Background: an optimization exercise with open tools, aiming at small area, a short achievable clock period and few clock cycles. Do not read the settings as production practice. Only simulation tests tie the RTL to the original design; equivalence was not proved. Power is estimated from default activity; no workload was simulated.

==> design.v <==
module Top(
    input                           sys_clk     ,
    input                           sys_rst_n   ,
    input                           trig        ,
    output  reg                     vld         ,
    input                   [9:0]   data_in     ,
    output  wire    signed  [12:0]  sin_out     ,
    output  wire    signed  [12:0]  cos_out
);
wire [7:0] r = data_in[7:0];
reg  [7:0] w;        
reg        sw;       
reg        s_neg;
reg        c_neg;
reg        busy;
always @(posedge sys_clk) begin
    w     <= r[7] ? (8'd0 - r) : r;
    sw    <= data_in[8] ^ data_in[7];
    s_neg <= data_in[9];
    c_neg <= data_in[9] ^ data_in[8];
end
always @(posedge sys_clk or negedge sys_rst_n) begin
    if (~sys_rst_n) begin
        busy <= 1'b0;
        vld  <= 1'b0;
    end
    else begin
        busy <= trig;
        vld  <= busy;
    end
end
wire [10:0] s_t;
wire [11:0] c_t;
sc_tab tab (.a(w), .s(s_t), .c(c_t));
wire        fix = sw && (w == 8'd108);
wire        w0  = (w == 8'd0);
wire [11:0] s_mag = sw ? c_t : {1'b0, s_t};
wire [11:0] c_mag = sw ? (fix ? 12'd1259 : {1'b0, s_t}) : c_t;
wire        s_n = s_neg & ~(w0 & ~sw);
wire        c_n = c_neg & ~(w0 & sw);
function [11:0] lowzero;
    input [11:0] m;
    reg   [11:0] n;
    reg          a01, a23, a45, a67, a89, p4, p8;
    begin
        n   = ~m;
        a01 = n[0] & n[1];
        a23 = n[2] & n[3];
        a45 = n[4] & n[5];
        a67 = n[6] & n[7];
        a89 = n[8] & n[9];
        p4  = a01 & a23;
        p8  = p4 & (a45 & a67);
        lowzero[0]  = 1'b1;
        lowzero[1]  = n[0];
        lowzero[2]  = a01;
        lowzero[3]  = a01 & n[2];
        lowzero[4]  = p4;
        lowzero[5]  = p4 & n[4];
        lowzero[6]  = p4 & a45;
        lowzero[7]  = p4 & (a45 & n[6]);
        lowzero[8]  = p8;
        lowzero[9]  = p8 & n[8];
        lowzero[10] = p8 & a89;
        lowzero[11] = p8 & (a89 & n[10]);
    end
endfunction
wire [11:0] s_z = lowzero(s_mag);
wire [11:0] c_z = lowzero(c_mag);
reg  [12:0] s_r, c_r;
always @(posedge sys_clk) begin
    s_r <= {s_n, s_mag ^ ({12{s_n}} & ~s_z)};
    c_r <= {c_n, c_mag ^ ({12{c_n}} & ~c_z)};
end
assign sin_out = s_r;
assign cos_out = c_r;
endmodule
module sc_tab(
    input  [7:0] a,
    output [10:0] s,
    output [11:0] c
);
wire new_n32;
wire new_n33;
wire new_n34;
wire new_n35;
wire new_n36;
wire new_n37;
wire new_n39;
wire new_n40;
wire new_n41;
wire new_n42;
wire new_n43;
wire new_n44;
wire new_n45;
wire new_n47;
wire new_n48;
wire new_n49;
wire new_n50;
wire new_n51;
wire new_n52;
wire new_n53;
wire new_n54;
wire new_n55;
wire new_n56;
wire new_n57;
wire new_n58;
wire new_n59;
wire new_n60;
wire new_n61;
wire new_n62;
wire new_n63;
wire new_n64;
wire new_n65;
wire new_n66;
wire new_n67;
wire new_n68;
wire new_n69;
wire new_n70;
wire new_n71;
wire new_n72;
wire new_n73;
wire new_n74;
wire new_n75;
wire new_n76;
wire new_n77;
wire new_n78;
wire new_n79;
wire new_n80;
wire new_n81;
wire new_n82;
wire new_n83;
wire new_n84;
wire new_n85;
wire new_n86;
wire new_n87;
wire new_n88;
wire new_n89;
wire new_n90;
wire new_n91;
wire new_n92;
wire new_n93;
wire new_n94;
wire new_n95;
wire new_n96;
wire new_n97;
wire new_n98;
wire new_n99;
wire new_n100;
wire new_n101;
wire new_n102;
wire new_n103;
wire new_n104;
wire new_n106;
wire new_n107;
wire new_n108;
wire new_n109;
wire new_n110;
wire new_n111;
wire new_n113;
wire new_n114;
wire new_n115;
wire new_n116;
wire new_n117;
wire new_n118;
wire new_n119;
wire new_n120;
wire new_n121;
wire new_n122;
wire new_n123;
wire new_n124;
wire new_n125;
wire new_n126;
wire new_n127;
wire new_n128;
wire new_n129;
wire new_n130;
wire new_n131;
wire new_n132;
wire new_n133;
wire new_n134;
wire new_n135;
wire new_n136;
wire new_n137;
wire new_n138;
wire new_n139;
wire new_n140;
wire new_n141;
wire new_n142;
wire new_n143;
wire new_n144;
wire new_n145;
wire new_n146;
wire new_n147;
wire new_n148;
wire new_n149;
wire new_n150;
wire new_n151;
wire new_n152;
wire new_n153;
wire new_n154;
wire new_n155;
wire new_n156;
wire new_n157;
wire new_n158;
wire new_n159;
wire new_n160;
wire new_n161;
wire new_n162;
wire new_n163;
wire new_n164;
wire new_n165;
wire new_n166;
wire new_n167;
wire new_n168;
wire new_n169;
wire new_n170;
wire new_n171;
wire new_n172;
wire new_n173;
wire new_n175;
wire new_n176;
wire new_n177;
wire new_n178;
wire new_n179;
wire new_n180;
wire new_n181;
wire new_n182;
wire new_n183;
wire new_n184;
wire new_n185;
wire new_n186;
wire new_n187;
wire new_n188;
wire new_n189;
wire new_n190;
wire new_n191;
wire new_n192;
wire new_n193;
wire new_n194;
wire new_n195;
wire new_n196;
wire new_n197;
wire new_n198;
wire new_n199;
wire new_n200;
wire new_n201;
wire new_n202;
wire new_n203;
wire new_n204;
wire new_n205;
wire new_n206;
wire new_n207;
wire new_n208;
wire new_n209;
wire new_n210;
wire new_n211;
wire new_n212;
wire new_n213;
wire new_n214;
wire new_n215;
wire new_n216;
wire new_n217;
wire new_n218;
wire new_n219;
wire new_n220;
wire new_n221;
wire new_n222;
wire new_n223;
wire new_n224;
wire new_n225;
wire new_n226;
wire new_n227;
wire new_n228;
wire new_n229;
wire new_n230;
wire new_n231;
wire new_n232;
wire new_n233;
wire new_n234;
wire new_n235;
wire new_n236;
wire new_n237;
wire new_n238;
wire new_n240;
wire new_n241;
wire new_n242;
wire new_n243;
wire new_n244;
wire new_n246;
wire new_n247;
wire new_n248;
wire new_n249;
wire new_n250;
wire new_n251;
wire new_n252;
wire new_n253;
wire new_n254;
wire new_n255;
wire new_n256;
wire new_n257;
wire new_n258;
wire new_n259;
wire new_n260;
wire new_n261;
wire new_n262;
wire new_n263;
wire new_n264;
wire new_n265;
wire new_n266;
wire new_n267;
wire new_n268;
wire new_n269;
wire new_n270;
wire new_n271;
wire new_n272;
wire new_n273;
wire new_n274;
wire new_n275;
wire new_n276;
wire new_n277;
wire new_n278;
wire new_n279;
wire new_n281;
wire new_n282;
wire new_n283;
wire new_n284;
wire new_n285;
wire new_n286;
wire new_n287;
wire new_n288;
wire new_n289;
wire new_n290;
wire new_n291;
wire new_n292;
wire new_n293;
wire new_n294;
wire new_n295;
wire new_n296;
wire new_n297;
wire new_n298;
wire new_n299;
wire new_n300;
wire new_n301;
wire new_n302;
wire new_n303;
wire new_n304;
wire new_n305;
wire new_n306;
wire new_n307;
wire new_n308;
wire new_n309;
wire new_n311;
wire new_n312;
wire new_n313;
wire new_n314;
wire new_n315;
wire new_n316;
wire new_n317;
wire new_n318;
wire new_n319;
wire new_n320;
wire new_n321;
wire new_n322;
wire new_n323;
wire new_n324;
wire new_n325;
wire new_n326;
wire new_n327;
wire new_n328;
wire new_n329;
wire new_n330;
wire new_n331;
wire new_n332;
wire new_n333;
wire new_n334;
wire new_n335;
wire new_n336;
wire new_n337;
wire new_n338;
wire new_n339;
wire new_n340;
wire new_n341;
wire new_n342;
wire new_n344;
wire new_n345;
wire new_n346;
wire new_n347;
wire new_n348;
wire new_n349;
wire new_n350;
wire new_n351;
wire new_n352;
wire new_n353;
wire new_n354;
wire new_n355;
wire new_n356;
wire new_n357;
wire new_n358;
wire new_n359;
wire new_n360;
wire new_n361;
wire new_n362;
wire new_n363;
wire new_n364;
wire new_n365;
wire new_n366;
wire new_n367;
wire new_n368;
wire new_n369;
wire new_n370;
wire new_n371;
wire new_n372;
wire new_n374;
wire new_n375;
wire new_n377;
wire new_n379;
wire new_n380;
wire new_n382;
wire new_n383;
wire new_n384;
wire new_n385;
wire new_n386;
wire new_n387;
wire new_n388;
wire new_n390;
wire new_n391;
wire new_n392;
wire new_n393;
wire new_n394;
wire new_n395;
wire new_n396;
wire new_n397;
wire new_n398;
wire new_n399;
wire new_n400;
wire new_n401;
wire new_n402;
wire new_n403;
wire new_n404;
wire new_n405;
wire new_n407;
wire new_n408;
wire new_n409;
wire new_n410;
wire new_n411;
wire new_n412;
wire new_n413;
wire new_n414;
wire new_n415;
wire new_n416;
wire new_n417;
wire new_n418;
wire new_n420;
wire new_n421;
wire new_n422;
wire new_n423;
wire new_n424;
wire new_n425;
wire new_n426;
wire new_n427;
wire new_n428;
wire new_n429;
wire new_n430;
wire new_n431;
wire new_n432;
wire new_n433;
wire new_n434;
wire new_n435;
wire new_n436;
wire new_n437;
wire new_n438;
wire new_n439;
wire new_n440;
wire new_n441;
wire new_n442;
wire new_n444;
wire new_n445;
wire new_n446;
wire new_n447;
wire new_n448;
wire new_n449;
wire new_n450;
wire new_n451;
wire new_n452;
wire new_n453;
wire new_n454;
wire new_n455;
wire new_n456;
wire new_n457;
wire new_n458;
wire new_n459;
wire new_n460;
wire new_n461;
wire new_n462;
wire new_n463;
wire new_n464;
wire new_n465;
wire new_n466;
wire new_n467;
wire new_n468;
wire new_n470;
wire new_n471;
wire new_n472;
wire new_n473;
wire new_n474;
wire new_n475;
wire new_n476;
wire new_n477;
wire new_n478;
wire new_n479;
wire new_n480;
wire new_n481;
wire new_n482;
wire new_n483;
wire new_n484;
wire new_n485;
wire new_n486;
wire new_n487;
wire new_n488;
wire new_n489;
wire new_n490;
wire new_n491;
wire new_n492;
wire new_n493;
wire new_n494;
wire new_n496;
wire new_n497;
wire new_n498;
wire new_n499;
wire new_n500;
wire new_n501;
wire new_n502;
wire new_n503;
wire new_n504;
wire new_n505;
wire new_n506;
wire new_n507;
wire new_n508;
wire new_n509;
wire new_n510;
wire new_n511;
wire new_n512;
wire new_n513;
wire new_n514;
wire new_n515;
wire new_n516;
wire new_n517;
wire new_n518;
wire new_n519;
wire new_n520;
wire new_n521;
wire new_n522;
wire new_n523;
wire new_n524;
wire new_n525;
wire new_n526;
wire new_n527;
wire new_n529;
wire new_n530;
wire new_n531;
wire new_n532;
wire new_n533;
wire new_n534;
wire new_n535;
wire new_n536;
wire new_n537;
wire new_n538;
wire new_n539;
wire new_n540;
wire new_n541;
wire new_n542;
wire new_n543;
wire new_n544;
wire new_n545;
wire new_n546;
wire new_n547;
wire new_n548;
wire new_n549;
wire new_n550;
wire new_n551;
wire new_n552;
wire new_n553;
wire new_n554;
wire new_n555;
wire new_n556;
wire new_n557;
wire new_n558;
wire new_n559;
wire new_n560;
assign new_n32 = a[2] & a[1];
assign new_n33 = ~a[3] & ~new_n32;
assign new_n34 = a[6] & a[4];
assign new_n35 = ~new_n33 & new_n34;
assign new_n36 = ~a[7] & ~new_n35;
assign new_n37 = a[6] & a[5];
assign s[10] = ~(new_n36 & ~new_n37);
assign new_n39 = ~a[4] & ~a[3];
assign new_n40 = ~a[2] & ~a[1];
assign new_n41 = ~a[4] & new_n40;
assign new_n42 = ~a[6] & a[5];
assign new_n43 = ~new_n41 & new_n42;
assign new_n44 = ~new_n39 & new_n43;
assign new_n45 = ~a[6] & ~new_n44;
assign s[9] = ~s[10] & ~new_n45;
assign new_n47 = ~a[5] & a[4];
assign new_n48 = a[1] & a[0];
assign new_n49 = ~a[4] & ~new_n48;
assign new_n50 = a[6] & a[3];
assign new_n51 = new_n49 & new_n50;
assign new_n52 = ~a[6] & new_n48;
assign new_n53 = ~a[4] & a[3];
assign new_n54 = new_n52 & new_n53;
assign new_n55 = ~a[6] & new_n39;
assign new_n56 = ~new_n54 & ~new_n55;
assign new_n57 = ~new_n51 & new_n56;
assign new_n58 = a[5] & ~new_n57;
assign new_n59 = a[4] & a[3];
assign new_n60 = ~new_n52 & new_n59;
assign new_n61 = ~a[5] & ~a[1];
assign new_n62 = new_n39 & ~new_n61;
assign new_n63 = ~new_n60 & ~new_n62;
assign new_n64 = ~new_n37 & ~new_n63;
assign new_n65 = ~a[1] & ~a[0];
assign new_n66 = new_n47 & new_n65;
assign new_n67 = a[5] & ~a[4];
assign new_n68 = ~a[3] & ~new_n67;
assign new_n69 = ~a[5] & a[1];
assign new_n70 = a[6] & ~new_n65;
assign new_n71 = ~new_n69 & new_n70;
assign new_n72 = new_n68 & new_n71;
assign new_n73 = ~new_n66 & ~new_n72;
assign new_n74 = ~new_n64 & new_n73;
assign new_n75 = ~new_n58 & new_n74;
assign new_n76 = a[2] & new_n75;
assign new_n77 = a[6] & ~a[4];
assign new_n78 = a[5] & a[3];
assign new_n79 = ~a[6] & ~a[5];
assign new_n80 = a[1] & ~new_n79;
assign new_n81 = ~new_n78 & ~new_n80;
assign new_n82 = new_n77 & ~new_n81;
assign new_n83 = a[4] & ~a[3];
assign new_n84 = ~a[5] & new_n83;
assign new_n85 = ~a[4] & a[1];
assign new_n86 = a[3] & new_n42;
assign new_n87 = ~new_n85 & new_n86;
assign new_n88 = ~new_n84 & ~new_n87;
assign new_n89 = ~new_n82 & new_n88;
assign new_n90 = ~new_n76 & ~new_n89;
assign new_n91 = ~new_n42 & new_n68;
assign new_n92 = ~new_n34 & new_n78;
assign new_n93 = ~new_n91 & ~new_n92;
assign new_n94 = new_n76 & new_n93;
assign new_n95 = ~new_n90 & ~new_n94;
assign new_n96 = new_n47 & new_n95;
assign new_n97 = a[3] & new_n95;
assign new_n98 = new_n67 & ~new_n97;
assign new_n99 = ~new_n96 & ~new_n98;
assign new_n100 = ~a[6] & ~new_n99;
assign new_n101 = new_n59 & new_n76;
assign new_n102 = ~a[6] & ~new_n101;
assign new_n103 = new_n99 & ~new_n102;
assign new_n104 = ~a[7] & ~new_n103;
assign s[8] = ~(~new_n100 & new_n104);
assign new_n106 = ~new_n55 & new_n95;
assign new_n107 = ~a[5] & ~a[4];
assign new_n108 = new_n48 & new_n107;
assign new_n109 = new_n106 & ~new_n108;
assign new_n110 = ~a[3] & new_n107;
assign new_n111 = ~new_n109 & ~new_n110;
assign s[7] = ~(~a[7] & ~new_n111);
assign new_n113 = ~a[6] & ~a[3];
assign new_n114 = ~a[1] & a[0];
assign new_n115 = ~a[4] & a[2];
assign new_n116 = a[4] & ~a[2];
assign new_n117 = ~new_n115 & ~new_n116;
assign new_n118 = new_n114 & ~new_n117;
assign new_n119 = ~a[2] & ~a[0];
assign new_n120 = ~new_n32 & ~new_n40;
assign new_n121 = ~new_n119 & new_n120;
assign new_n122 = new_n107 & ~new_n121;
assign new_n123 = a[2] & ~a[0];
assign new_n124 = ~a[6] & a[1];
assign new_n125 = ~new_n107 & ~new_n124;
assign new_n126 = ~new_n123 & ~new_n125;
assign new_n127 = a[6] & ~a[1];
assign new_n128 = new_n61 & new_n123;
assign new_n129 = ~new_n127 & ~new_n128;
assign new_n130 = ~new_n126 & new_n129;
assign new_n131 = ~new_n122 & ~new_n130;
assign new_n132 = ~new_n118 & new_n131;
assign new_n133 = new_n50 & new_n123;
assign new_n134 = ~a[2] & a[0];
assign new_n135 = a[6] & a[1];
assign new_n136 = ~new_n47 & new_n135;
assign new_n137 = ~new_n134 & new_n136;
assign new_n138 = ~new_n133 & ~new_n137;
assign new_n139 = ~new_n132 & new_n138;
assign new_n140 = ~new_n113 & ~new_n139;
assign new_n141 = a[1] & ~a[0];
assign new_n142 = ~new_n114 & ~new_n141;
assign new_n143 = a[6] & new_n142;
assign new_n144 = ~new_n40 & ~new_n143;
assign new_n145 = ~a[3] & ~new_n144;
assign new_n146 = a[6] & ~new_n123;
assign new_n147 = ~new_n32 & ~new_n146;
assign new_n148 = ~a[5] & ~new_n48;
assign new_n149 = ~new_n134 & new_n148;
assign new_n150 = ~new_n147 & new_n149;
assign new_n151 = ~new_n145 & ~new_n150;
assign new_n152 = new_n131 & new_n151;
assign new_n153 = ~a[3] & ~new_n152;
assign new_n154 = ~new_n140 & ~new_n153;
assign new_n155 = a[3] & a[2];
assign new_n156 = ~a[3] & ~a[2];
assign new_n157 = ~new_n155 & ~new_n156;
assign new_n158 = a[5] & ~a[1];
assign new_n159 = ~new_n69 & ~new_n158;
assign new_n160 = new_n77 & ~new_n159;
assign new_n161 = ~new_n157 & new_n160;
assign new_n162 = ~a[7] & ~new_n161;
assign new_n163 = ~new_n154 & new_n162;
assign new_n164 = new_n75 & ~new_n163;
assign new_n165 = ~a[6] & a[4];
assign new_n166 = ~a[5] & a[3];
assign new_n167 = ~new_n47 & ~new_n50;
assign new_n168 = ~new_n166 & ~new_n167;
assign new_n169 = ~new_n165 & ~new_n168;
assign new_n170 = new_n163 & ~new_n169;
assign new_n171 = ~a[2] & ~new_n170;
assign new_n172 = ~new_n164 & new_n171;
assign new_n173 = ~a[7] & ~new_n76;
assign s[6] = ~new_n172 & new_n173;
assign new_n175 = ~a[6] & new_n40;
assign new_n176 = ~a[4] & new_n142;
assign new_n177 = a[4] & ~a[1];
assign new_n178 = ~new_n119 & new_n177;
assign new_n179 = a[6] & ~new_n178;
assign new_n180 = ~new_n176 & new_n179;
assign new_n181 = ~new_n175 & ~new_n180;
assign new_n182 = new_n78 & ~new_n181;
assign new_n183 = a[1] & new_n134;
assign new_n184 = new_n151 & ~new_n183;
assign new_n185 = ~new_n182 & new_n184;
assign new_n186 = new_n77 & new_n134;
assign new_n187 = ~new_n55 & ~new_n107;
assign new_n188 = ~new_n186 & new_n187;
assign new_n189 = ~new_n185 & new_n188;
assign new_n190 = ~a[3] & a[0];
assign new_n191 = ~a[2] & ~new_n79;
assign new_n192 = new_n190 & new_n191;
assign new_n193 = ~a[3] & ~a[0];
assign new_n194 = ~a[2] & ~new_n166;
assign new_n195 = ~new_n193 & new_n194;
assign new_n196 = ~new_n37 & ~new_n195;
assign new_n197 = ~new_n123 & ~new_n134;
assign new_n198 = ~new_n158 & ~new_n197;
assign new_n199 = new_n196 & new_n198;
assign new_n200 = ~new_n192 & ~new_n199;
assign new_n201 = ~new_n189 & ~new_n200;
assign new_n202 = a[2] & a[0];
assign new_n203 = a[4] & new_n202;
assign new_n204 = a[3] & a[0];
assign new_n205 = a[6] & ~new_n204;
assign new_n206 = new_n165 & ~new_n190;
assign new_n207 = a[6] & a[2];
assign new_n208 = a[4] & ~new_n207;
assign new_n209 = new_n190 & ~new_n208;
assign new_n210 = ~new_n206 & ~new_n209;
assign new_n211 = ~new_n205 & new_n210;
assign new_n212 = ~new_n133 & ~new_n211;
assign new_n213 = ~new_n203 & ~new_n212;
assign new_n214 = ~new_n47 & ~new_n69;
assign new_n215 = new_n213 & ~new_n214;
assign new_n216 = new_n201 & ~new_n215;
assign new_n217 = ~new_n32 & ~new_n110;
assign new_n218 = ~a[0] & ~new_n217;
assign new_n219 = ~a[5] & ~new_n115;
assign new_n220 = ~a[6] & ~new_n219;
assign new_n221 = new_n116 & new_n142;
assign new_n222 = ~a[5] & new_n221;
assign new_n223 = ~new_n220 & ~new_n222;
assign new_n224 = ~new_n218 & new_n223;
assign new_n225 = ~a[6] & a[2];
assign new_n226 = ~a[5] & ~a[3];
assign new_n227 = ~new_n225 & new_n226;
assign new_n228 = ~new_n224 & new_n227;
assign new_n229 = new_n189 & ~new_n228;
assign new_n230 = ~new_n216 & ~new_n229;
assign new_n231 = a[2] & ~a[1];
assign new_n232 = new_n68 & new_n231;
assign new_n233 = ~new_n230 & new_n232;
assign new_n234 = a[5] & a[1];
assign new_n235 = ~new_n48 & ~new_n234;
assign new_n236 = new_n205 & ~new_n235;
assign new_n237 = ~new_n117 & new_n236;
assign new_n238 = new_n163 & ~new_n237;
assign s[5] = ~(~new_n233 & new_n238);
assign new_n240 = ~new_n53 & ~new_n83;
assign new_n241 = ~a[1] & ~new_n240;
assign new_n242 = new_n107 & ~new_n241;
assign new_n243 = new_n184 & new_n242;
assign new_n244 = new_n230 & ~new_n243;
assign s[4] = ~a[7] & ~new_n244;
assign new_n246 = ~new_n53 & ~new_n114;
assign new_n247 = ~new_n204 & new_n246;
assign new_n248 = ~a[4] & ~new_n119;
assign new_n249 = ~a[2] & a[1];
assign new_n250 = ~new_n248 & new_n249;
assign new_n251 = ~new_n247 & new_n250;
assign new_n252 = ~new_n221 & ~new_n251;
assign new_n253 = new_n50 & ~new_n252;
assign new_n254 = ~a[0] & new_n77;
assign new_n255 = new_n210 & ~new_n254;
assign new_n256 = new_n61 & new_n255;
assign new_n257 = ~a[3] & new_n41;
assign new_n258 = ~new_n141 & ~new_n257;
assign new_n259 = ~a[6] & ~new_n258;
assign new_n260 = a[4] & new_n204;
assign new_n261 = ~new_n85 & ~new_n260;
assign new_n262 = new_n207 & ~new_n261;
assign new_n263 = a[6] & ~new_n59;
assign new_n264 = new_n123 & new_n263;
assign new_n265 = new_n114 & ~new_n207;
assign new_n266 = a[5] & ~new_n265;
assign new_n267 = ~new_n264 & new_n266;
assign new_n268 = ~new_n262 & new_n267;
assign new_n269 = ~new_n259 & new_n268;
assign new_n270 = ~new_n256 & ~new_n269;
assign new_n271 = ~new_n253 & ~new_n270;
assign new_n272 = ~new_n207 & ~new_n236;
assign new_n273 = new_n47 & ~new_n272;
assign new_n274 = a[6] & ~new_n107;
assign new_n275 = new_n33 & new_n274;
assign new_n276 = ~new_n273 & new_n275;
assign new_n277 = new_n69 & ~new_n276;
assign new_n278 = ~new_n213 & new_n277;
assign new_n279 = ~new_n271 & ~new_n278;
assign s[3] = ~(~a[7] & ~new_n279);
assign new_n281 = a[4] & ~new_n156;
assign new_n282 = ~new_n226 & new_n281;
assign new_n283 = new_n226 & ~new_n281;
assign new_n284 = new_n114 & ~new_n283;
assign new_n285 = ~new_n282 & new_n284;
assign new_n286 = a[6] & ~new_n285;
assign new_n287 = ~new_n32 & ~new_n286;
assign new_n288 = a[3] & ~new_n114;
assign new_n289 = ~new_n234 & ~new_n288;
assign new_n290 = a[4] & ~new_n249;
assign new_n291 = ~new_n289 & new_n290;
assign new_n292 = ~new_n78 & ~new_n234;
assign new_n293 = ~new_n193 & ~new_n231;
assign new_n294 = ~new_n292 & ~new_n293;
assign new_n295 = new_n134 & new_n166;
assign new_n296 = ~new_n294 & ~new_n295;
assign new_n297 = ~new_n291 & new_n296;
assign new_n298 = new_n224 & new_n297;
assign new_n299 = ~new_n287 & new_n298;
assign new_n300 = new_n155 & new_n242;
assign new_n301 = ~a[6] & ~new_n300;
assign new_n302 = a[5] & ~a[3];
assign new_n303 = new_n41 & new_n302;
assign new_n304 = ~new_n166 & ~new_n303;
assign new_n305 = ~a[0] & ~new_n304;
assign new_n306 = a[0] & new_n304;
assign new_n307 = ~new_n305 & ~new_n306;
assign new_n308 = new_n301 & new_n307;
assign new_n309 = ~a[7] & ~new_n308;
assign s[2] = ~new_n299 & new_n309;
assign new_n311 = a[1] & new_n119;
assign new_n312 = ~new_n175 & ~new_n178;
assign new_n313 = ~new_n311 & new_n312;
assign new_n314 = a[3] & ~new_n313;
assign new_n315 = new_n162 & ~new_n314;
assign new_n316 = ~new_n40 & new_n240;
assign new_n317 = new_n42 & ~new_n316;
assign new_n318 = ~a[4] & ~a[0];
assign new_n319 = ~a[3] & ~new_n197;
assign new_n320 = ~new_n115 & ~new_n319;
assign new_n321 = ~new_n318 & ~new_n320;
assign new_n322 = new_n37 & ~new_n321;
assign new_n323 = ~new_n317 & ~new_n322;
assign new_n324 = new_n315 & ~new_n323;
assign new_n325 = new_n48 & new_n210;
assign new_n326 = ~a[6] & ~new_n325;
assign new_n327 = a[6] & new_n213;
assign new_n328 = new_n59 & ~new_n135;
assign new_n329 = ~new_n327 & ~new_n328;
assign new_n330 = ~new_n114 & ~new_n329;
assign new_n331 = ~new_n326 & ~new_n330;
assign new_n332 = ~a[2] & ~new_n331;
assign new_n333 = ~new_n138 & new_n315;
assign new_n334 = new_n225 & new_n325;
assign new_n335 = new_n231 & new_n263;
assign new_n336 = ~a[7] & ~a[5];
assign new_n337 = new_n83 & new_n127;
assign new_n338 = new_n336 & ~new_n337;
assign new_n339 = ~new_n335 & new_n338;
assign new_n340 = ~new_n334 & new_n339;
assign new_n341 = ~new_n333 & new_n340;
assign new_n342 = ~new_n332 & new_n341;
assign s[1] = ~(~new_n324 & ~new_n342);
assign new_n344 = new_n65 & ~new_n155;
assign new_n345 = new_n263 & new_n344;
assign new_n346 = ~new_n127 & ~new_n142;
assign new_n347 = ~new_n47 & ~new_n79;
assign new_n348 = ~new_n123 & new_n347;
assign new_n349 = ~new_n240 & ~new_n348;
assign new_n350 = ~new_n346 & new_n349;
assign new_n351 = new_n68 & ~new_n281;
assign new_n352 = ~new_n148 & ~new_n351;
assign new_n353 = ~new_n122 & new_n352;
assign new_n354 = ~new_n349 & ~new_n353;
assign new_n355 = ~new_n350 & ~new_n354;
assign new_n356 = ~new_n124 & ~new_n127;
assign new_n357 = new_n240 & ~new_n356;
assign new_n358 = ~new_n189 & new_n357;
assign new_n359 = ~new_n355 & ~new_n358;
assign new_n360 = new_n207 & ~new_n247;
assign new_n361 = a[1] & ~new_n155;
assign new_n362 = ~new_n117 & new_n361;
assign new_n363 = ~a[6] & a[3];
assign new_n364 = ~new_n40 & ~new_n363;
assign new_n365 = ~a[0] & ~new_n32;
assign new_n366 = ~new_n364 & new_n365;
assign new_n367 = a[5] & ~new_n175;
assign new_n368 = ~new_n366 & new_n367;
assign new_n369 = ~new_n362 & new_n368;
assign new_n370 = ~new_n360 & new_n369;
assign new_n371 = ~new_n359 & ~new_n370;
assign new_n372 = ~new_n345 & ~new_n371;
assign s[0] = ~a[7] & ~new_n372;
assign new_n374 = new_n68 & new_n175;
assign new_n375 = new_n318 & new_n374;
assign c[11] = ~a[7] & new_n375;
assign new_n377 = ~new_n36 & ~new_n336;
assign c[9] = ~new_n375 & ~new_n377;
assign new_n379 = ~s[10] & ~new_n375;
assign new_n380 = ~new_n273 & new_n379;
assign c[8] = ~(~new_n377 & ~new_n380);
assign new_n382 = new_n33 & new_n67;
assign new_n383 = a[6] & ~new_n382;
assign new_n384 = a[5] & ~new_n40;
assign new_n385 = new_n59 & new_n384;
assign new_n386 = ~new_n375 & ~new_n385;
assign new_n387 = ~new_n383 & new_n386;
assign new_n388 = new_n36 & ~new_n273;
assign c[7] = ~(~new_n387 & new_n388);
assign new_n390 = ~a[2] & new_n158;
assign new_n391 = ~new_n48 & new_n116;
assign new_n392 = new_n302 & ~new_n391;
assign new_n393 = ~a[0] & new_n41;
assign new_n394 = ~a[6] & ~new_n393;
assign new_n395 = ~new_n392 & new_n394;
assign new_n396 = new_n390 & new_n395;
assign new_n397 = ~a[7] & ~new_n375;
assign new_n398 = new_n43 & ~new_n240;
assign new_n399 = ~new_n32 & ~new_n107;
assign new_n400 = ~new_n202 & new_n399;
assign new_n401 = new_n50 & ~new_n158;
assign new_n402 = ~new_n400 & new_n401;
assign new_n403 = ~new_n398 & ~new_n402;
assign new_n404 = new_n397 & new_n403;
assign new_n405 = ~new_n276 & new_n404;
assign c[6] = ~new_n396 & new_n405;
assign new_n407 = a[6] & ~new_n120;
assign new_n408 = new_n214 & new_n407;
assign new_n409 = ~new_n273 & ~new_n408;
assign new_n410 = ~new_n201 & ~new_n409;
assign new_n411 = ~a[5] & ~new_n202;
assign new_n412 = ~new_n32 & new_n411;
assign new_n413 = new_n59 & ~new_n384;
assign new_n414 = ~new_n412 & new_n413;
assign new_n415 = new_n395 & ~new_n414;
assign new_n416 = new_n53 & new_n412;
assign new_n417 = ~a[7] & ~new_n416;
assign new_n418 = ~new_n415 & new_n417;
assign c[5] = ~(~new_n410 & new_n418);
assign new_n420 = ~new_n49 & new_n191;
assign new_n421 = a[2] & ~new_n166;
assign new_n422 = ~new_n65 & ~new_n421;
assign new_n423 = new_n223 & ~new_n422;
assign new_n424 = ~new_n420 & ~new_n423;
assign new_n425 = new_n61 & ~new_n202;
assign new_n426 = new_n157 & new_n425;
assign new_n427 = ~new_n424 & new_n426;
assign new_n428 = a[1] & ~new_n196;
assign new_n429 = ~a[4] & new_n157;
assign new_n430 = new_n158 & ~new_n429;
assign new_n431 = ~new_n115 & new_n193;
assign new_n432 = ~new_n430 & ~new_n431;
assign new_n433 = ~a[6] & new_n134;
assign new_n434 = a[5] & ~new_n433;
assign new_n435 = new_n432 & new_n434;
assign new_n436 = a[3] & ~a[2];
assign new_n437 = ~new_n143 & ~new_n436;
assign new_n438 = a[4] & ~new_n437;
assign new_n439 = ~new_n435 & ~new_n438;
assign new_n440 = new_n424 & new_n439;
assign new_n441 = ~new_n428 & ~new_n440;
assign new_n442 = ~new_n427 & new_n441;
assign c[4] = ~a[7] & ~new_n442;
assign new_n444 = ~new_n207 & ~new_n390;
assign new_n445 = ~a[0] & ~new_n444;
assign new_n446 = new_n80 & ~new_n363;
assign new_n447 = ~new_n255 & new_n446;
assign new_n448 = ~new_n445 & ~new_n447;
assign new_n449 = new_n165 & new_n411;
assign new_n450 = ~a[2] & new_n127;
assign new_n451 = a[3] & new_n450;
assign new_n452 = ~new_n37 & ~new_n451;
assign new_n453 = ~new_n449 & new_n452;
assign new_n454 = ~new_n300 & new_n453;
assign new_n455 = new_n432 & new_n454;
assign new_n456 = ~new_n448 & new_n455;
assign new_n457 = new_n47 & new_n120;
assign new_n458 = a[6] & new_n257;
assign new_n459 = ~new_n457 & ~new_n458;
assign new_n460 = ~a[0] & ~new_n42;
assign new_n461 = ~new_n344 & ~new_n460;
assign new_n462 = ~new_n374 & ~new_n461;
assign new_n463 = new_n459 & new_n462;
assign new_n464 = a[6] & a[0];
assign new_n465 = ~new_n459 & new_n464;
assign new_n466 = ~new_n463 & ~new_n465;
assign new_n467 = ~new_n455 & new_n466;
assign new_n468 = ~new_n456 & ~new_n467;
assign c[3] = ~(~a[7] & ~new_n468);
assign new_n470 = a[0] & new_n177;
assign new_n471 = ~new_n318 & ~new_n470;
assign new_n472 = ~a[6] & ~new_n471;
assign new_n473 = new_n106 & new_n472;
assign new_n474 = ~new_n110 & ~new_n158;
assign new_n475 = ~new_n197 & ~new_n474;
assign new_n476 = new_n59 & new_n141;
assign new_n477 = ~new_n475 & ~new_n476;
assign new_n478 = ~new_n76 & ~new_n477;
assign new_n479 = ~new_n151 & new_n165;
assign new_n480 = ~new_n37 & ~new_n335;
assign new_n481 = ~new_n316 & ~new_n480;
assign new_n482 = ~new_n224 & new_n450;
assign new_n483 = ~new_n481 & ~new_n482;
assign new_n484 = ~new_n479 & new_n483;
assign new_n485 = ~new_n131 & ~new_n421;
assign new_n486 = ~new_n302 & ~new_n436;
assign new_n487 = ~new_n485 & new_n486;
assign new_n488 = ~new_n83 & new_n120;
assign new_n489 = a[0] & ~new_n488;
assign new_n490 = ~new_n487 & new_n489;
assign new_n491 = ~new_n243 & ~new_n490;
assign new_n492 = new_n484 & new_n491;
assign new_n493 = ~new_n478 & new_n492;
assign new_n494 = ~new_n473 & new_n493;
assign c[2] = ~a[7] & ~new_n494;
assign new_n496 = a[5] & ~new_n201;
assign new_n497 = new_n201 & new_n255;
assign new_n498 = ~new_n127 & ~new_n190;
assign new_n499 = new_n240 & ~new_n498;
assign new_n500 = ~new_n240 & new_n498;
assign new_n501 = new_n197 & ~new_n500;
assign new_n502 = ~new_n499 & new_n501;
assign new_n503 = ~new_n497 & ~new_n502;
assign new_n504 = ~new_n496 & new_n503;
assign new_n505 = new_n205 & new_n292;
assign new_n506 = ~new_n121 & ~new_n264;
assign new_n507 = ~new_n505 & new_n506;
assign new_n508 = ~new_n317 & ~new_n507;
assign new_n509 = ~new_n504 & new_n508;
assign new_n510 = ~a[6] & new_n311;
assign new_n511 = ~new_n106 & new_n510;
assign new_n512 = a[0] & ~new_n241;
assign new_n513 = ~a[3] & new_n85;
assign new_n514 = ~new_n512 & ~new_n513;
assign new_n515 = new_n81 & ~new_n514;
assign new_n516 = new_n116 & ~new_n124;
assign new_n517 = new_n193 & new_n516;
assign new_n518 = ~new_n114 & new_n120;
assign new_n519 = ~a[4] & new_n127;
assign new_n520 = a[3] & ~new_n165;
assign new_n521 = ~new_n519 & new_n520;
assign new_n522 = new_n67 & new_n521;
assign new_n523 = ~new_n518 & new_n522;
assign new_n524 = ~new_n517 & ~new_n523;
assign new_n525 = ~new_n515 & new_n524;
assign new_n526 = ~new_n511 & new_n525;
assign new_n527 = ~new_n509 & new_n526;
assign c[1] = ~a[7] & ~new_n527;
assign new_n529 = ~new_n85 & new_n119;
assign new_n530 = ~new_n177 & new_n529;
assign new_n531 = new_n521 & ~new_n530;
assign new_n532 = ~a[3] & ~new_n510;
assign new_n533 = ~new_n32 & ~new_n207;
assign new_n534 = new_n248 & new_n533;
assign new_n535 = a[4] & ~new_n533;
assign new_n536 = ~new_n534 & ~new_n535;
assign new_n537 = new_n532 & new_n536;
assign new_n538 = ~new_n531 & ~new_n537;
assign new_n539 = ~new_n202 & ~new_n262;
assign new_n540 = ~new_n176 & ~new_n539;
assign new_n541 = ~a[6] & ~new_n141;
assign new_n542 = ~new_n50 & ~new_n83;
assign new_n543 = ~new_n541 & new_n542;
assign new_n544 = a[5] & ~new_n543;
assign new_n545 = ~new_n540 & ~new_n544;
assign new_n546 = ~new_n538 & new_n545;
assign new_n547 = ~new_n48 & new_n53;
assign new_n548 = ~new_n207 & new_n547;
assign new_n549 = ~new_n197 & new_n548;
assign new_n550 = ~new_n114 & new_n207;
assign new_n551 = ~new_n264 & new_n550;
assign new_n552 = new_n544 & ~new_n551;
assign new_n553 = ~new_n549 & new_n552;
assign new_n554 = ~new_n209 & ~new_n450;
assign new_n555 = ~new_n117 & ~new_n554;
assign new_n556 = ~new_n251 & ~new_n517;
assign new_n557 = ~new_n555 & new_n556;
assign new_n558 = new_n553 & new_n557;
assign new_n559 = ~new_n546 & ~new_n558;
assign new_n560 = ~new_n54 & ~new_n559;
assign c[0] = ~a[7] & ~new_n560;
assign c[10] = ~c[11];
endmodule
==> flow/run.sh <==
#!/bin/bash
# The standard layout (standard.sh) with one added step and three settings:
#  - after the standard synthesis, the combinational logic between the standard
#    synthesis's flip-flops is mapped again by ABC for area (remap.script); the
#    flip-flops, their names and cell types are left as they are;
#  - synthesis maps no adder cells (ADDER_MAP_FILE empty);
#  - port buffers are buf_2 instead of the delay buffer buffer_ports picks;
#  - timing repair aims for SETUP_SLACK_MARGIN ns of setup slack.
# The clock period and constraints are the standard flow's. Each tool's output goes to a log here.
set -euo pipefail
W=$(pwd)
R=$W/orfs/results/$FLOW_PLATFORM/Top/base
P=$FLOW_HOME/platforms/$FLOW_PLATFORM
LIB=$P/lib/sky130_fd_sc_hd__tt_025C_1v80.lib
VARS=(ADDER_MAP_FILE= "BUFFER_PORTS_ARGS=-buffer_cell sky130_fd_sc_hd__buf_2" SETUP_SLACK_MARGIN=7.12)

bash standard.sh "${VARS[@]}" synth > synth.log 2>&1

cp "$R/1_2_yosys.v" "$W/standard_1_2_yosys.v"
python3 flow/split_lib.py "$LIB" "$P/config.mk" remap_comb.lib remap_seq.lib remap_dont_use.txt > split_lib.log 2>&1
cat > remap.ys <<EOT
read_liberty -lib remap_seq.lib
read_liberty -ignore_miss_func remap_comb.lib
read_verilog -defer $W/standard_1_2_yosys.v
hierarchy -top $FLOW_TOP
flatten
rename -hide w:*.*
opt_clean -purge
abc -liberty $LIB $(cat remap_dont_use.txt) -script $W/flow/remap.script
opt_clean -purge
hilomap -singleton -hicell sky130_fd_sc_hd__conb_1 HI -locell sky130_fd_sc_hd__conb_1 LO
splitnets
opt_clean -purge
insbuf -buf sky130_fd_sc_hd__buf_4 A X
stat -liberty $LIB
write_verilog -noattr -nohex -nodec $R/1_2_yosys.v
EOT
yosys -l remap.log -q remap.ys > /dev/null 2>&1
rm -f "$R/1_synth.odb" "$R/1_synth.sdc"

bash standard.sh "${VARS[@]}" finish > layout.log 2>&1
rm -f remap_comb.lib remap_seq.lib
==> flow/remap.script <==
strash
dch
map -B 0.9
topo
stime -c
buffer -c
upsize -c -D 1500
dnsize -c -D 1500
==> flow/split_lib.py <==
# split_lib.py LIB PLATFORM_CONFIG COMB_OUT SEQ_OUT DONTUSE_OUT
# Splits a Liberty file into its combinational cells (with functions) and the rest
# (flip-flops, latches, cells without a function), and writes the platform's
# DONT_USE_CELLS as yosys abc -dont_use arguments.
import re, sys
lib, cfg, comb_out, seq_out, du_out = sys.argv[1:6]
src = open(lib).read()
starts = [(m.start(), m.group(1)) for m in
          re.finditer(r'\n\s*cell\s*\(\s*"?([A-Za-z0-9_]+)"?\s*\)\s*\{', src)]
def block_end(pos):
    j = src.index('{', pos); depth = 0
    while True:
        c = src[j]
        if c == '{': depth += 1
        elif c == '}':
            depth -= 1
            if depth == 0: return j + 1
        j += 1
header = src[:starts[0][0]]
comb, seq = [], []
for pos, name in starts:
    body = src[pos:block_end(pos)]
    is_seq = re.search(r'\n\s*(ff|latch|statetable)\s*\(', body) is not None
    (seq if (is_seq or 'function' not in body) else comb).append(body)
open(comb_out, 'w').write(header + ''.join(comb) + '\n}\n')
open(seq_out, 'w').write(header + ''.join(seq) + '\n}\n')
# DONT_USE_CELLS += \ name name \ ... up to the first line not ending in a backslash
lines = open(cfg).read().split('\n')
du = []
for i, l in enumerate(lines):
    if re.match(r'\s*export\s+DONT_USE_CELLS\s*\+?=', l):
        j = i
        while True:
            du += re.findall(r'sky130_fd_sc_hd__[A-Za-z0-9_]+', lines[j])
            if not lines[j].rstrip().endswith('\\'): break
            j += 1
open(du_out, 'w').write(' '.join('-dont_use ' + c for c in du) + '\n')
print(len(comb), 'combinational cells,', len(seq), 'others,', len(du), 'dont_use')
==> standard.sh <==
#!/bin/bash
# synth_recipe.tcl (not shown) runs the flow's synth.tcl, then flattens the netlist and writes it again
# the make line also repeats each setting of config.mk as NAME=value (left out here)
make -C /OpenROAD-flow-scripts/flow DESIGN_CONFIG=/design/flow/config.mk WORK_HOME=/design/flow/orfs CLKGATE_MAP_FILE= SYNTH_SCRIPT=/design/flow/synth_recipe.tcl "${@:-finish}"
==> config.mk <==
export PLATFORM = sky130hd
export DESIGN_NAME = Top
export DESIGN_NICKNAME = Top
export VERILOG_FILES = /design/flow/design.v
export SDC_FILE = /design/flow/constraint.sdc
export NUM_CORES = 4
export LEC_CHECK = 0
export ABC_AREA = 1
export CAP_MARGIN = 20
export CORE_MARGIN = 2
export CORE_UTILIZATION = 40
export SLEW_MARGIN = 20
export SYNTH_MEMORY_MAX_BITS = 32768
==> constraint.sdc <==
create_clock -name core_clock -period 10.0 [get_ports {sys_clk}]
set_input_delay 2.0000 -clock core_clock [delete_from_list [all_inputs] [get_ports {sys_clk}]]
set_output_delay 2.0000 -clock core_clock [all_outputs]
set_load 0.01 [all_outputs]
==> reports/results.tsv, run 1 <==
stage	metric	value	unit
run_status	status	timing/DRC/antenna clean	
global_routing	first-pass GRT wire length	24970	µm
floorplan	CORE AREA	0.009109	mm²
sta	worst slew pin tran	663.2	ps
placement	HPWL Detailed	12270	µm
pwr	Switching Power	0.0003806	W
clock_network	Clock Latency Late Sink	300	ps
detailed_routing	DRT Wirelength	16030	µm
clock_network	clk sinks	39	
global_routing	GRT Util Overall	32.38	%
sta	setup TNS	0	ps
setup_path	Crit. End Element	output port	
floorplan	starting density of the core	40.55	%
setup_path	RR Endpoint	s_r[3]	
sta	fmax	0.3584	GHz
clock_network	clock buffer depth	2	
placement	placed insts	805	
final_layout	fin nets	714	
sta	RSZ-0062 raised after global routing	no	
floorplan	DIE HEIGHT	100.1	µm
placement	number of I/O port buffers	39	
pwr	Int Power	0.0003732	W
setup_path	Worst Path Arrival	790	ps
placement	pre-CTS setup slack	6897	ps
pwr	clock power share	14.0	%
min_path	hold_sp	busy	
detailed_routing	Pre-Repair DR Iteration Count	8	
pwr	Seq pwr share	28.2	%
yosys	Mapped Area	0.003694	mm²
pwr	Leak	2.223	nW
yosys	Avg Cell Area, Syn	5.596	µm²
detailed_routing	via count	4980	
setup_path	slowest library cell on the worst path	dfrtp_1	
setup_path	R2R Setup Slk	7290	ps
setup_path	critical path peak fanout	1	
setup_path	crit path kind	reg -> out	
global_routing	number of global-route vias before repair	4676	
setup_path	Req. time, crit path	8000	ps
min_path	worst hold path class	reg -> reg	
setup_path	Worst Path Buf+Inv	1	
sta	Tcrit/Tclk final	27.90	%
yosys	post-synth net total	673	
global_routing	initial antenna violation count	0	
final_layout	ant diodes	0	
pwr	Power Density	181.9	mW/mm²
setup_path	worst stage delay on the critical path	360	ps
final_layout	Fillers	1028	
clock_network	CTS H-tree depth	2	
clock_network	CTS tree	built	
setup_path	crit path launch type	flip-flop	
sta	Pins Over Slew Limit	0	
sta	final worst slack	7210	ps
final_layout	Syn-to-layout area delta	12.20	%
final_layout	Final Non-Filler Cells	813	
sta	Setup Skew	7.444	ps
sta	final setup vio count	0	
clock_network	clock slew at reported path FFs	80	ps
final_layout	most frequent cells in the layout	nand2_1, inv_1, nor2_1	
yosys	warnings from Yosys	1	
clock_network	Root Buffer	clkbuf_8	
sta	Slew headroom	55.09	%
setup_path	critical-path cell list	buf_2	
global_routing	pin count of the biggest net entering global routing	28	
setup_path	worst flop-to-flop path startpoint	w[4]	
detailed_routing	Final ANT Viol Nets	0	
pwr	Comb power frac	57.8	%
detailed_routing	Routed wire per std cell	19.72	µm
setup_path	Top Family by Delay on Critical Path	flip-flops	
floorplan	FP Rows	35	
min_path	Min-Delay Endpoint	vld	
floorplan	Die Wd	100.1	µm
final_layout	multi-input logic area	0.002531	mm²
placement	GP Congestion	1.049	
setup_path	R2R cell count	20	
pwr	Worst IR Drop VDD	92.00	µV
floorplan	I/O pins	40	
final_layout	commonest non-fill, non-tap cell in the layout	nand2_1	
sta	fin crit period	2790	ps
floorplan	die footprint	0.01002	mm²
clock_network	setup bufs post-CTS	0	
sta	Hold Fails Final Rpt	0	
final_layout	register area	805.8	µm²
detailed_routing	Avg Vias per Cell	6.125	
flow_run	max_cap viols	0	
min_path	Hold Path Depth	0	
detailed_routing	drt initial violations	852	
clock_network	CTS Buf Count	5	
final_layout	ratio of cells with drive above 1 in the final layout	13.96	%
detailed_routing	Remaining DRCs	0	
global_routing	grt total ovfl	0	
pwr	Switching Share	50.49	%
yosys	Cells after Synth	660	
[state kept, by name, summed over array words and instances (netlist names)]
signal,count
s_r,13
vld,1
s_neg,1
w,8
sw,1
c_neg,1
c_r,13
busy,1
[through the flow]
step / total power, W / hold slack (ps) / cell area, µm² / utilization (%)
after detailed placement: 0.0006278 / 345.7 / 4006 / 43.98
after global placement: 0.0006354 / 334.9 / 4006 / 43.98
final: 0.0007539 / 361.2 / 4144 / 45.49
after floorplan: 0.0004915 / 331.2 / 3694 / -
after global routing: 0.0008043 / 365.3 / 4144 / 45.49
after CTS: 0.0007351 / 364.4 / 4095 / 44.96
[per-layer routing]
metal / global-route usage [%] / share of wire, % / routed length (µm) / vias to the layer above
li1: - / - / - / 2258
met1: 42.33 / 40 / 6400 / 2223
met2: 47.66 / 41 / 6635 / 390
met3: 8.914 / 12 / 1916 / 109
met4: 18.97 / 6.7 / 1079 / 0
met5: 0 / 0 / 0 / -
[worst register-to-register path, cell delays in order, from the launching register on]
cell     delay (ps)
dfxtp_1         350
buf_8           210
inv_6           130
nor2_2          190
inv_1            80
nand2_1         140
nand2_2         100
o21ai_2         130
nand2_1         150
o22ai_1         170
o21ai_1         140
nand2_1         120
nand2_1         100
inv_1            90
nand2_1          60
nand2_2         140
nand2_1          70
nand2_2          80
nand2_1          60
nand2_1          50
nand2_1          40
[final cells by class]
cell class              instances  share of cell area (%)
clock buffers                   5                   1.661
clock inverters                 3                  0.3623
inverters                      82                   8.303
multi-input cells             530                   61.08
flip-flops and latches         39                   19.44
well taps                     111                   3.351
repair buffers                 43                   5.797
[power by group through the flow]
stage	sequential (W)	clock, W	combinational, W
after floorplan	0.000240	0	0.000251
after global placement	0.000214	0	0.000421
after detailed placement	0.000216	0	0.000412
after CTS	0.000212	0.000109	0.000414
after global routing	0.000216	0.000115	0.000473
final	0.000213	0.000106	0.000435
[worst max path at each step]
stage	slack [ps]	cells after the start	to	from
final	7210	1	vld	vld
after global routing	7120	17	s_r[6]	w[2]
after CTS	7120	15	c_r[5]	w[4]
after detailed placement	6900	16	c_r[5]	w[3]
after global placement	6770	16	c_r[6]	w[3]
after floorplan	7320	6	w[5]	data_in[1]
[repair_timing]
item / 4_1_cts / 5_1_grt
hold buffers: 0 / 0
gates resized for setup: 4 / 19
endpoints found under the setup margin: 13 / 16
Testbench counts, summed over its fixed seeds: cycles 4,800.
==> run 2, diff against run 1 <==
--- a/flow/run.sh
+++ b/flow/run.sh
@@ -13,5 +13,5 @@
 P=$FLOW_HOME/platforms/$FLOW_PLATFORM
 LIB=$P/lib/sky130_fd_sc_hd__tt_025C_1v80.lib
-VARS=(ADDER_MAP_FILE= "BUFFER_PORTS_ARGS=-buffer_cell sky130_fd_sc_hd__buf_2" SETUP_SLACK_MARGIN=7.12)
+VARS=(ADDER_MAP_FILE= "BUFFER_PORTS_ARGS=-buffer_cell sky130_fd_sc_hd__buf_2" SETUP_SLACK_MARGIN=7.12 "CTS_ARGS=-root_buf sky130_fd_sc_hd__clkbuf_16 -buf_list sky130_fd_sc_hd__clkbuf_16 -sink_clustering_size 50 -sink_clustering_max_diameter 500 -repair_clock_nets -dont_use_dummy_load")
 
 bash standard.sh "${VARS[@]}" synth > synth.log 2>&1
==> reports/results.tsv, run 2 <==
stage	metric	value	unit	change
run_status	status	timing/DRC/antenna clean		
clock_network	CTS H-tree depth	2		unchanged
sta	Pins Over Slew Limit	0		unchanged
detailed_routing	DRT Wirelength	15940	µm	-0.55%
min_path	Hold Path Depth	0		unchanged
clock_network	Clock Latency Late Sink	290	ps	about the same
floorplan	starting density of the core	40.55	%	unchanged
min_path	Min-Delay Endpoint	vld		
placement	number of I/O port buffers	39		unchanged
global_routing	GRT Util Overall	32.59	%	+0.20 points
global_routing	first-pass GRT wire length	25030	µm	+0.25%
yosys	post-synth net total	673		unchanged
sta	fmax	0.3608	GHz	+0.67%
sta	final worst slack	7229	ps	+18.63 ps
setup_path	crit path kind	reg -> out		
detailed_routing	via count	5004		+0.48%
setup_path	R2R cell count	15		-25%
final_layout	Syn-to-layout area delta	13.21	%	
setup_path	slowest library cell on the worst path	dfrtp_1		
sta	Hold Fails Final Rpt	0		unchanged
floorplan	Die Wd	100.1	µm	unchanged
detailed_routing	Avg Vias per Cell	6.178		+0.85%
sta	worst slew pin tran	636.0	ps	-27.23 ps
clock_network	clock buffer depth	2		unchanged
sta	final setup vio count	0		unchanged
global_routing	initial antenna violation count	0		unchanged
pwr	Leak	2.236	nW	+0.59%
detailed_routing	Pre-Repair DR Iteration Count	6		-2
clock_network	CTS Buf Count	5		unchanged
sta	Tcrit/Tclk final	27.71	%	-0.19 points
floorplan	DIE HEIGHT	100.1	µm	unchanged
setup_path	crit path launch type	flip-flop		
floorplan	CORE AREA	0.009109	mm²	unchanged
placement	HPWL Detailed	12270	µm	unchanged
floorplan	FP Rows	35		unchanged
sta	setup TNS	0	ps	unchanged
clock_network	CTS tree	built		
global_routing	met3 Usage GRT	8.983	%	+0.070 points
final_layout	commonest non-fill, non-tap cell in the layout	nand2_1		
sta	RSZ-0062 raised after global routing	no		
clock_network	Root Buffer	clkbuf_16		
placement	GP Congestion	1.049		unchanged
setup_path	worst stage delay on the critical path	350	ps	about the same
detailed_routing	Routed wire per std cell	19.68	µm	-0.18%
placement	placed insts	805		unchanged
final_layout	ratio of cells with drive above 1 in the final layout	13.59	%	-0.37 points
yosys	Cells after Synth	660		unchanged
setup_path	critical-path cell list	buf_2		
min_path	hold_sp	busy		
placement	pre-CTS setup slack	6897	ps	unchanged
global_routing	met2 Resource Use GR	47.82	%	+0.16 points
setup_path	critical path peak fanout	1		unchanged
floorplan	die footprint	0.01002	mm²	unchanged
yosys	Mapped Area	0.003694	mm²	unchanged
global_routing	number of global-route vias before repair	4639		-0.79%
detailed_routing	drt initial violations	726		-15%
final_layout	fin nets	714		unchanged
setup_path	Req. time, crit path	8000	ps	about the same
detailed_routing	Final ANT Viol Nets	0		unchanged
floorplan	I/O pins	40		unchanged
setup_path	Top Family by Delay on Critical Path	flip-flops		
setup_path	Crit. End Element	output port		
global_routing	GRT met1 Usage	42.93	%	+0.60 points
flow_run	max_cap viols	0		unchanged
setup_path	Worst Path Arrival	770	ps	-20 ps
final_layout	most frequent cells in the layout	nand2_1, inv_1, nor2_1		
sta	fin crit period	2771	ps	-18.63 ps
yosys	warnings from Yosys	1		unchanged
clock_network	clock slew at reported path FFs	60	ps	-20 ps
final_layout	Final Non-Filler Cells	810		-0.37%
final_layout	Regs by FF count	c_r x13, s_r x13, w x8		
global_routing	Most Used Layer, Global Route	met2		
min_path	worst hold path class	reg -> reg		
final_layout	ant diodes	0		unchanged
global_routing	grt total ovfl	0		unchanged
clock_network	clk sinks	39		unchanged
setup_path	RR Endpoint	s_r[5]		
sta	Setup Skew	11.46	ps	+4.018 ps
yosys	Avg Cell Area, Syn	5.596	µm²	unchanged
pwr	Power Density	189.5	mW/mm²	+4.2%
sta	Slew headroom	57.55	%	+2.5 points
pwr	Worst IR Drop VDD	92.10	µV	+0.11%
setup_path	worst flop-to-flop path startpoint	w[2]		
setup_path	Worst Path Buf+Inv	1		unchanged
setup_path	R2R Setup Slk	7290	ps	about the same
global_routing	pin count of the biggest net entering global routing	28		unchanged
pwr	Power Total	0.0007923	W	+5.1%
detailed_routing	Remaining DRCs	0		unchanged
-- run 2: changes by cell type in the layout (fill, tap and decap cells not counted), sizes merged --
cell / delta
clkinv: -3
-- run 2: routing by layer --
layer / part of all wire, % / vias up
li1: - / 2249
met2: 41 / 420
met5: 0 / -
met1: 39 / 2218
met4: 7.2 / 0
met3: 13 / 117
-- run 2: metrics by stage --
step	hold WS (ps)	utilization [%]	instance area (µm²)
after floorplan	331.2	-	3694
after global placement	334.9	43.98	4006
after detailed placement	345.7	43.98	4006
after CTS	359.2	45.41	4136
after global routing	359.4	45.91	4182
final	356.4	45.91	4182
-- run 2: where the power goes --
group | switching [W] | internal, W | total (W)
registers | 0.0000183 | 0.000195 | 0.000213
clock network | 0.0000573 | 0.0000880 | 0.000145
logic | 0.000303 | 0.000131 | 0.000434
-- run 2: timing repair --
action / CTS / global route
setup buffers: 0 / 0
gates cloned: 0 / 0
hold buffers: 0 / 0
resized for setup: 4 / 18
setup endpoints to repair: 13 / 16
-- run 2: worst max-delay path by stage --
stage | startpoint | end | slack (ps) | cells after the start
floorplan | data_in[1] | w[5] | 7320 | 6
global placement | w[3] | c_r[6] | 6770 | 16
detailed placement | w[3] | c_r[5] | 6900 | 16
CTS | w[4] | c_r[5] | 7130 | 15
global route | w[3] | c_r[5] | 7130 | 16
finish | vld | vld | 7230 | 1
-- run 2: cell type report --
| cell class | instances | area [µm²] |
|---|---|---|
| Clock buffer | 5 | 125.1 |
| Sequential cell | 39 | 805.8 |
| Multi-Input combinational cell | 530 | 2531 |
| Tap cell | 111 | 138.9 |
| Fill cell | 1024 | 4927 |
| Inverter | 82 | 344.1 |
| Timing Repair Buffer | 43 | 236.5 |

[what the ideal ports hide]
Ports are ideal in the flow. The routed layouts listed here were re-timed in OpenROAD.
Step 1 assumes that a clkbuf_16 drives the clock port and a buf_2 every other input.
Step 2 moves the port delays by t, midway between the first and last clock arrival at a register: inputs arrive t later, outputs are due t later. That takes back most of the time a late clock gives input paths.
Slacks: ideal / step 1 / step 2; pairs: ideal / step 1.
| run | t, ns | setup WS [ns] | hold slack, ns |
|---|---|---|---|
| run 1 | 0.325 | 7.210 / 7.179 / 7.093 | 0.361 / 0.361 / 0.361 |
| run 2 | 0.318 | 7.229 / 7.192 / 7.086 | 0.356 / 0.356 / 0.356 |
After both steps setup and hold are still met in every run listed. The setup slack of run 2, which loses most, moves by -0.037 ns with the drivers and by -0.143 ns with both steps.
